What follows belongs to an exercise in optimizing a design on an open flow for small area and a short achievable clock period; a production flow would make more cautious choices. Where RTL was checked, it was by simulation tests only, not by an equivalence proof against the original.

==> module AXIS_linear_regression_v1_0, before the edit <==
module AXIS_linear_regression_v1_0 #
	(
		parameter M = 8,
		parameter N = 3,
		parameter integer C_S00_AXIS_TDATA_WIDTH	= 32,
		parameter integer C_M00_AXIS_TDATA_WIDTH	= 32,
		parameter integer C_M00_AXIS_START_COUNT	= 32
	)
	(
		input wire  aclk,
		input wire  aresetn,
		output wire  s00_axis_tready,
		input wire [C_S00_AXIS_TDATA_WIDTH-1 : 0] s00_axis_tdata,
		input wire  s00_axis_tlast,
		input wire  s00_axis_tvalid,
		output wire  m00_axis_tvalid,
		output wire [C_M00_AXIS_TDATA_WIDTH-1 : 0] m00_axis_tdata,
		output wire  m00_axis_tlast,
		input wire  m00_axis_tready
	);
    reg        tready_r;
    reg  [2:0] vdly, ldly;
    reg        tvalid_r, tlast_r;
    reg  [31:0] tdata_r;
    reg  [1:0] col;         
    reg  [3:0] row;         
    reg        pending;     
    reg  [1:0] w;           
    assign s00_axis_tready = tready_r;
    assign m00_axis_tvalid = tvalid_r;
    assign m00_axis_tlast  = tlast_r;
    assign m00_axis_tdata  = tdata_r;
    wire take = s00_axis_tvalid & tready_r & ~pending;
    wire xrow = ~row[3];
    wire nz = row != 4'd0;              
    wire [15:0] bus16 = s00_axis_tdata[15:0];
    wire [15:0] enc;
    wire [7:0] encn;
    genvar g;
    generate for (g = 0; g < 8; g = g + 1) begin : be
        wire am1 = (g == 0) ? 1'b0 : bus16[2*g-1];
        wire a0 = bus16[2*g], a1 = bus16[2*g+1];
        assign enc[2*g]   = a0 ^ am1;
        assign enc[2*g+1] = (a1 & ~a0 & ~am1) | (~a1 & a0 & am1);
        assign encn[g]    = a1;
    end endgenerate
    reg [15:0] E0, E1, E2;
    reg [7:0] N0, N1, N2;
    wire ld0 = ~xrow | (col == 2'd0);
    wire ld1 = ~xrow | (col == 2'd1);
    wire ld2 = ~xrow | (col == 2'd2);
    wire flip = take & xrow & (col == 2'd3);
    reg [31:0] R0a, R0b, R0c;           
    reg [31:0] R1a, R1b;                
    reg [31:0] A22;
    reg [31:0] B0, B1, B2;              
    wire [31:0] busx = (col == 2'd3) ? s00_axis_tdata : {{16{s00_axis_tdata[15]}}, bus16};
    reg [31:0] Q0, Q1, Q2;
    reg sx0, sx1, sx2, sx3;             
    reg st;                             
    reg cR0, cB0, cR1, cB1, cR2, cB2;
    always @(posedge aclk) begin
        if (ld0) E0 <= enc;
        if (ld1) E1 <= enc;
        if (ld2) E2 <= enc;
        if (ld0 | flip) N0 <= ld0 ? encn : ~N0;
        if (ld1 | flip) N1 <= ld1 ? encn : ~N1;
        if (ld2 | flip) N2 <= ld2 ? encn : ~N2;
        Q0 <= xrow ? busx : R0a;
        Q1 <= xrow ? busx : (col == 2'd0) ? R0b : R1a;
        Q2 <= xrow ? busx : (col == 2'd0) ? R0c : (col == 2'd1) ? R1b : A22;
        if (!aresetn) begin
            tready_r <= 1'b0;
            vdly <= 3'b0; ldly <= 3'b0;
            tvalid_r <= 1'b0; tlast_r <= 1'b0;
            col <= 2'd0; row <= 4'd0;
            pending <= 1'b0; w <= 2'd0;
            {sx0, sx1, sx2, sx3, st} <= 5'b0;
            {cR0, cB0, cR1, cB1, cR2, cB2} <= 6'b0;
        end else begin
            tready_r <= m00_axis_tready;
            vdly <= {vdly[1:0], s00_axis_tvalid};
            ldly <= {ldly[1:0], s00_axis_tlast};
            tvalid_r <= vdly[2];
            tlast_r <= ldly[2];
            sx0 <= take & xrow & (col == 2'd0);
            sx1 <= take & xrow & (col == 2'd1);
            sx2 <= take & xrow & (col == 2'd2);
            sx3 <= take & xrow & (col == 2'd3);
            st  <= take & ~xrow & (col != 2'd3);
            cR0 <= take & xrow & nz & (col != 2'd3);
            cB0 <= take & (xrow ? nz & (col == 2'd3) : (col != 2'd3));
            cR1 <= take & xrow & nz & (col == 2'd1 || col == 2'd2);
            cB1 <= take & (xrow ? nz & (col == 2'd3) : 1'b1);
            cR2 <= take & xrow & nz & (col == 2'd2);
            cB2 <= take & (xrow ? nz & col[0] : 1'b1);
            if (take) begin
                col <= col + 2'd1;
                if (col == 2'd3) row <= row + 4'd1;
                if (~xrow && col == 2'd3) pending <= 1'b1;
            end
            if (pending & m00_axis_tready) begin
                w <= (w == 2'd2) ? 2'd0 : w + 2'd1;
                if (w == 2'd2) begin
                    pending <= 1'b0;
                    row <= 4'd0;
                    col <= 2'd0;
                end
            end
        end
    end
    wire tload = pending & m00_axis_tready;
    wire [31:0] gw = (w == 2'd0) ? B0 : (w == 2'd1) ? B1 : B2;
    always @(posedge aclk)
        tdata_r <= ({32{tload & aresetn}} & gw) | ({32{~tload & aresetn}} & tdata_r);
    wire [31:0] c0 = ({32{cR0}} & R0a) | ({32{cB0}} & B0);
    wire [31:0] r0;
    mac u0 (E0, N0, Q0, c0, r0);
    wire [31:0] c1 = ({32{cR1}} & R1a) | ({32{cB1}} & B1);
    wire [31:0] r1;
    mac u1 (E1, N1, Q1, c1, r1);
    wire [31:0] c2 = ({32{cR2}} & A22) | ({32{cB2}} & B2);
    wire [31:0] r2;
    mac u2 (E2, N2, Q2, c2, r2);
    wire wa0 = sx0 | sx1 | sx2 | (take & ~xrow & (col != 2'd3));
    wire wa1 = sx1 | sx2 | (take & ~xrow & (col == 2'd1));
    always @(posedge aclk) begin
        if (wa0) begin
            R0a <= R0b;
            R0b <= R0c;
            R0c <= r0;
        end
        if (wa1) begin
            R1a <= R1b;
            R1b <= r1;
        end
        if (sx2) A22 <= r2;
        if (sx3 | st) begin B0 <= r0; B1 <= r1; B2 <= r2; end
    end
endmodule
export LEC_CHECK = 0
export CAP_MARGIN = 20
export CORE_MARGIN = 2
export CORE_UTILIZATION = 40
export SLEW_MARGIN = 20
export SYNTH_HIERARCHICAL = 1
export SYNTH_MINIMUM_KEEP_SIZE = 0
create_clock -name core_clock -period 22.0 [get_ports {aclk}]
standard.sh (not shown) runs the stock make flow with config.mk's settings and CLKGATE_MAP_FILE= SYNTH_SCRIPT=/design/flow/synth_recipe.tcl, a recipe that flattens the netlist after the stock synthesis.
==> flow/flow/run.sh <==
#!/bin/bash
# The standard layout, with the port buffers made from buf_4 instead of the default cell,
# and the resizer's timing repair aiming at 16.5 ns of setup slack
set -euo pipefail
bash standard.sh finish 'BUFFER_PORTS_ARGS=-buffer_cell sky130_fd_sc_hd__buf_4' SETUP_SLACK_MARGIN=16.5 > standard.log 2>&1
Next try:
--- a/flow/design.v
+++ b/flow/design.v
@@ -66,10 +66,10 @@
         if (ld2) E2 <= enc;
         if (ld0 | flip) N0 <= ld0 ? encn : ~N0;
         if (ld1 | flip) N1 <= ld1 ? encn : ~N1;
         if (ld2 | flip) N2 <= ld2 ? encn : ~N2;
-        Q0 <= xrow ? busx : R0a;
-        Q1 <= xrow ? busx : (col == 2'd0) ? R0b : R1a;
+        Q0 <= xrow ? busx : (col == 2'd0) ? R0a : (col == 2'd1) ? R0b : R0c;
+        Q1 <= xrow ? busx : (col == 2'd0) ? R0b : (col == 2'd1) ? R1a : R1b;
         Q2 <= xrow ? busx : (col == 2'd0) ? R0c : (col == 2'd1) ? R1b : A22;
         if (!aresetn) begin
             tready_r <= 1'b0;
             vdly <= 3'b0; ldly <= 3'b0;
@@ -122,10 +122,10 @@
     mac u1 (E1, N1, Q1, c1, r1);
     wire [31:0] c2 = ({32{cR2}} & A22) | ({32{cB2}} & B2);
     wire [31:0] r2;
     mac u2 (E2, N2, Q2, c2, r2);
-    wire wa0 = sx0 | sx1 | sx2 | (take & ~xrow & (col != 2'd3));
-    wire wa1 = sx1 | sx2 | (take & ~xrow & (col == 2'd1));
+    wire wa0 = sx0 | sx1 | sx2;
+    wire wa1 = sx1 | sx2;
     always @(posedge aclk) begin
         if (wa0) begin
             R0a <= R0b;
             R0b <= R0c;
The changed run produced a clean layout.
Wire length grows by 5.1%.
Core utilization is about the same.
Cell count grows by 3.9%.
The RTL of the second run of this note was laid out without a check of its function.

========
AXIS_linear_regression_v1_0, a different RTL version from the one above (not shown whole).
Size: ~72 I/O pins, ~45000 um^2 of cells after synthesis.
==> module AXIS_linear_regression_v1_0, before the edit <==
module AXIS_linear_regression_v1_0 #
	(
		parameter M = 8,
		parameter N = 3,
		parameter integer C_S00_AXIS_TDATA_WIDTH	= 32,
		parameter integer C_M00_AXIS_TDATA_WIDTH	= 32,
		parameter integer C_M00_AXIS_START_COUNT	= 32
	)
	(
		input wire  aclk,
		input wire  aresetn,
		output wire  s00_axis_tready,
		input wire [C_S00_AXIS_TDATA_WIDTH-1 : 0] s00_axis_tdata,
		input wire  s00_axis_tlast,
		input wire  s00_axis_tvalid,
		output wire  m00_axis_tvalid,
		output wire [C_M00_AXIS_TDATA_WIDTH-1 : 0] m00_axis_tdata,
		output wire  m00_axis_tlast,
		input wire  m00_axis_tready
	);
    reg        tready_r;
    reg  [2:0] vdly, ldly;
    reg        tvalid_r, tlast_r;
    reg  [31:0] tdata_r;
    reg  [1:0] col;         
    reg  [3:0] row;         
    reg        pending;     
    reg  [1:0] w;           
    assign s00_axis_tready = tready_r;
    assign m00_axis_tvalid = tvalid_r;
    assign m00_axis_tlast  = tlast_r;
    assign m00_axis_tdata  = tdata_r;
    wire take = s00_axis_tvalid & tready_r & ~pending;
    wire xrow = ~row[3];
    wire nz = row != 4'd0;              
    wire [15:0] bus16 = s00_axis_tdata[15:0];
    wire [15:0] enc;
    wire [7:0] encn;
    genvar g;
    generate for (g = 0; g < 8; g = g + 1) begin : be
        wire am1 = (g == 0) ? 1'b0 : bus16[2*g-1];
        wire a0 = bus16[2*g], a1 = bus16[2*g+1];
        assign enc[2*g]   = a0 ^ am1;
        assign enc[2*g+1] = (a1 & ~a0 & ~am1) | (~a1 & a0 & am1);
        assign encn[g]    = a1;
    end endgenerate
    reg [15:0] E0, E1, E2;
    reg [7:0] N0, N1, N2;
    wire ld0 = ~xrow | (col == 2'd0);
    wire ld1 = ~xrow | (col == 2'd1);
    wire ld2 = ~xrow | (col == 2'd2);
    wire flip = take & xrow & (col == 2'd3);
    reg [31:0] R0a, R0b, R0c;           
    reg [31:0] R1a, R1b;                
    reg [31:0] A22;
    reg [31:0] B0, B1, B2;              
    wire [31:0] busx = (col == 2'd3) ? s00_axis_tdata : {{16{s00_axis_tdata[15]}}, bus16};
    reg [31:0] Q0, Q1, Q2;
    reg sx0, sx1, sx2, sx3;             
    reg st;                             
    reg cR0, cB0, cR1, cB1, cR2, cB2;
    wire rot0 = take & ~xrow & (col != 2'd3);
    wire rot1 = take & ~xrow & (col == 2'd1 || col == 2'd2);
    always @(posedge aclk) begin
        if (ld0) E0 <= enc;
        if (ld1) E1 <= enc;
        if (ld2) E2 <= enc;
        if (ld0 | flip) N0 <= ld0 ? encn : ~N0;
        if (ld1 | flip) N1 <= ld1 ? encn : ~N1;
        if (ld2 | flip) N2 <= ld2 ? encn : ~N2;
        Q0 <= xrow ? busx : R0a;
        Q1 <= xrow ? busx : (col == 2'd0) ? R0b : R1a;
        Q2 <= xrow ? busx : (col == 2'd0) ? R0c : (col == 2'd1) ? R1b : A22;
        if (!aresetn) begin
            tready_r <= 1'b0;
            vdly <= 3'b0; ldly <= 3'b0;
            tvalid_r <= 1'b0; tlast_r <= 1'b0;
            col <= 2'd0; row <= 4'd0;
            pending <= 1'b0; w <= 2'd0;
            {sx0, sx1, sx2, sx3, st} <= 5'b0;
            {cR0, cB0, cR1, cB1, cR2, cB2} <= 6'b0;
        end else begin
            tready_r <= m00_axis_tready;
            vdly <= {vdly[1:0], s00_axis_tvalid};
            ldly <= {ldly[1:0], s00_axis_tlast};
            tvalid_r <= vdly[2];
            tlast_r <= ldly[2];
            sx0 <= take & xrow & (col == 2'd0);
            sx1 <= take & xrow & (col == 2'd1);
            sx2 <= take & xrow & (col == 2'd2);
            sx3 <= take & xrow & (col == 2'd3);
            st  <= rot0;
            cR0 <= take & xrow & nz & (col != 2'd3);
            cB0 <= take & (xrow ? nz & (col == 2'd3) : (col != 2'd3));
            cR1 <= take & xrow & nz & (col == 2'd1 || col == 2'd2);
            cB1 <= take & (xrow ? nz & (col == 2'd3) : 1'b1);
            cR2 <= take & xrow & nz & (col == 2'd2);
            cB2 <= take & (xrow ? nz & col[0] : 1'b1);
            if (take) begin
                col <= col + 2'd1;
                if (col == 2'd3) row <= row + 4'd1;
                if (~xrow && col == 2'd3) pending <= 1'b1;
            end
            if (pending & m00_axis_tready) begin
                w <= (w == 2'd2) ? 2'd0 : w + 2'd1;
                if (w == 2'd2) begin
                    pending <= 1'b0;
                    row <= 4'd0;
                    col <= 2'd0;
                end
            end
        end
    end
    wire tload = ~aresetn | (pending & m00_axis_tready);
    wire [31:0] gw = (w == 2'd0) ? B0 : (w == 2'd1) ? B1 : B2;
    always @(posedge aclk)
        if (tload) tdata_r <= gw & {32{aresetn}};
    wire [31:0] c0 = ({32{cR0}} & R0a) | ({32{cB0}} & B0);
    wire [31:0] r0;
    mac u0 (E0, N0, Q0, c0, r0);
    wire [31:0] c1 = ({32{cR1}} & R1a) | ({32{cB1}} & B1);
    wire [31:0] r1;
    mac u1 (E1, N1, Q1, c1, r1);
    wire [31:0] c2 = ({32{cR2}} & A22) | ({32{cB2}} & B2);
    wire [31:0] r2;
    mac u2 (E2, N2, Q2, c2, r2);
    wire wa0 = sx0 | sx1 | sx2;
    wire wa1 = sx1 | sx2;
    always @(posedge aclk) begin
        if (wa0 | rot0) begin
            R0a <= R0b;
            R0b <= R0c;
            R0c <= wa0 ? r0 : R0a;
        end
        if (wa1 | rot1) begin
            R1a <= R1b;
            R1b <= wa1 ? r1 : R1a;
        end
        if (sx2) A22 <= r2;
        if (sx3 | st) begin B0 <= r0; B1 <= r1; B2 <= r2; end
    end
endmodule
clock: 22.0 ns
lec_check: 0
cap_margin: 20
core_margin: 2
core_utilization: 40
slew_margin: 20
synth_hierarchical: 1
synth_minimum_keep_size: 0
Scripts as last shown in full above: flow/flow/run.sh
Next try:
--- a/flow/design.v
+++ b/flow/design.v
@@ -60,8 +60,6 @@
     reg sx0, sx1, sx2, sx3;             
     reg st;                             
     reg cR0, cB0, cR1, cB1, cR2, cB2;
-    wire rot0 = take & ~xrow & (col != 2'd3);
-    wire rot1 = take & ~xrow & (col == 2'd1 || col == 2'd2);
     always @(posedge aclk) begin
         if (ld0) E0 <= enc;
         if (ld1) E1 <= enc;
@@ -69,8 +67,8 @@
         if (ld0 | flip) N0 <= ld0 ? encn : ~N0;
         if (ld1 | flip) N1 <= ld1 ? encn : ~N1;
         if (ld2 | flip) N2 <= ld2 ? encn : ~N2;
-        Q0 <= xrow ? busx : R0a;
-        Q1 <= xrow ? busx : (col == 2'd0) ? R0b : R1a;
+        Q0 <= xrow ? busx : (col == 2'd0) ? R0a : (col == 2'd1) ? R0b : R0c;
+        Q1 <= xrow ? busx : (col == 2'd0) ? R0b : (col == 2'd1) ? R1a : R1b;
         Q2 <= xrow ? busx : (col == 2'd0) ? R0c : (col == 2'd1) ? R1b : A22;
         if (!aresetn) begin
             tready_r <= 1'b0;
@@ -90,7 +88,7 @@
             sx1 <= take & xrow & (col == 2'd1);
             sx2 <= take & xrow & (col == 2'd2);
             sx3 <= take & xrow & (col == 2'd3);
-            st  <= rot0;
+            st  <= take & ~xrow & (col != 2'd3);
             cR0 <= take & xrow & nz & (col != 2'd3);
             cB0 <= take & (xrow ? nz & (col == 2'd3) : (col != 2'd3));
             cR1 <= take & xrow & nz & (col == 2'd1 || col == 2'd2);
@@ -112,10 +110,10 @@
             end
         end
     end
-    wire tload = ~aresetn | (pending & m00_axis_tready);
+    wire tload = pending & m00_axis_tready;
     wire [31:0] gw = (w == 2'd0) ? B0 : (w == 2'd1) ? B1 : B2;
     always @(posedge aclk)
-        if (tload) tdata_r <= gw & {32{aresetn}};
+        tdata_r <= ({32{tload & aresetn}} & gw) | ({32{~tload & aresetn}} & tdata_r);
     wire [31:0] c0 = ({32{cR0}} & R0a) | ({32{cB0}} & B0);
     wire [31:0] r0;
     mac u0 (E0, N0, Q0, c0, r0);
@@ -128,14 +126,14 @@
     wire wa0 = sx0 | sx1 | sx2;
     wire wa1 = sx1 | sx2;
     always @(posedge aclk) begin
-        if (wa0 | rot0) begin
+        if (wa0) begin
             R0a <= R0b;
             R0b <= R0c;
-            R0c <= wa0 ? r0 : R0a;
+            R0c <= r0;
         end
-        if (wa1 | rot1) begin
+        if (wa1) begin
             R1a <= R1b;
-            R1b <= wa1 ? r1 : R1a;
+            R1b <= r1;
         end
         if (sx2) A22 <= r2;
         if (sx3 | st) begin B0 <= r0; B1 <= r1; B2 <= r2; end
Effect:
- synthesized area barely changes
- design area fell by 3.8%
- setup slack gains 0.035 ns
- synthesized cell count rose by 1.2%
- sequential cell count is unchanged
- hold slack is about the same
- wire length fell by 2.9%
- sequential share of layout area rose by 0.59 points
- fmax rose by 0.63%
- clock skew rose by 0.0093 ns
- critical path depth is unchanged
The RTL of the first run of this note was laid out without a check of its function.

==> port drivers added, routing unchanged <==
In the flow no input, the clock included, has a driving cell. The finished layouts below were timed again as built, in two steps.
Step 1 assumes that a clkbuf_16 drives the clock port and a buf_2 every other input.
Step 2 adds t to the input delays and takes it off the output delays; t is the mean of the earliest and latest rising clock arrival at the registers after step 1. Input paths then give back, and output paths get back, about the clock's delay inside the block.
Three values: ideal, step 1, step 2; two values: the first two.
run | t (ns) | setup WS [ns] | worst register clock-pin slew, ns | worst slew at a driven data input, ns | pins driven straight from the clock port
the first run of note 1 | 0.698 | 16.417 / 16.342 / 15.939 | 0.09 / 0.09 | 0.07 | 1
the second run of note 1 | 0.708 | 16.428 / 16.357 / 16.057 | 0.08 / 0.08 | 0.07 | 1
the first run of note 2 | 0.715 | 16.410 / 16.323 / 15.919 | 0.08 / 0.08 | 0.22 | 1
the second run of note 2 | 0.696 | 16.445 / 16.373 / 15.982 | 0.07 / 0.07 | 0.05 | 1
After both steps setup and hold are still met in every run listed. The setup slack of the first run of note 2, which loses most, moves by -0.087 ns with the drivers and by -0.491 ns with both steps.
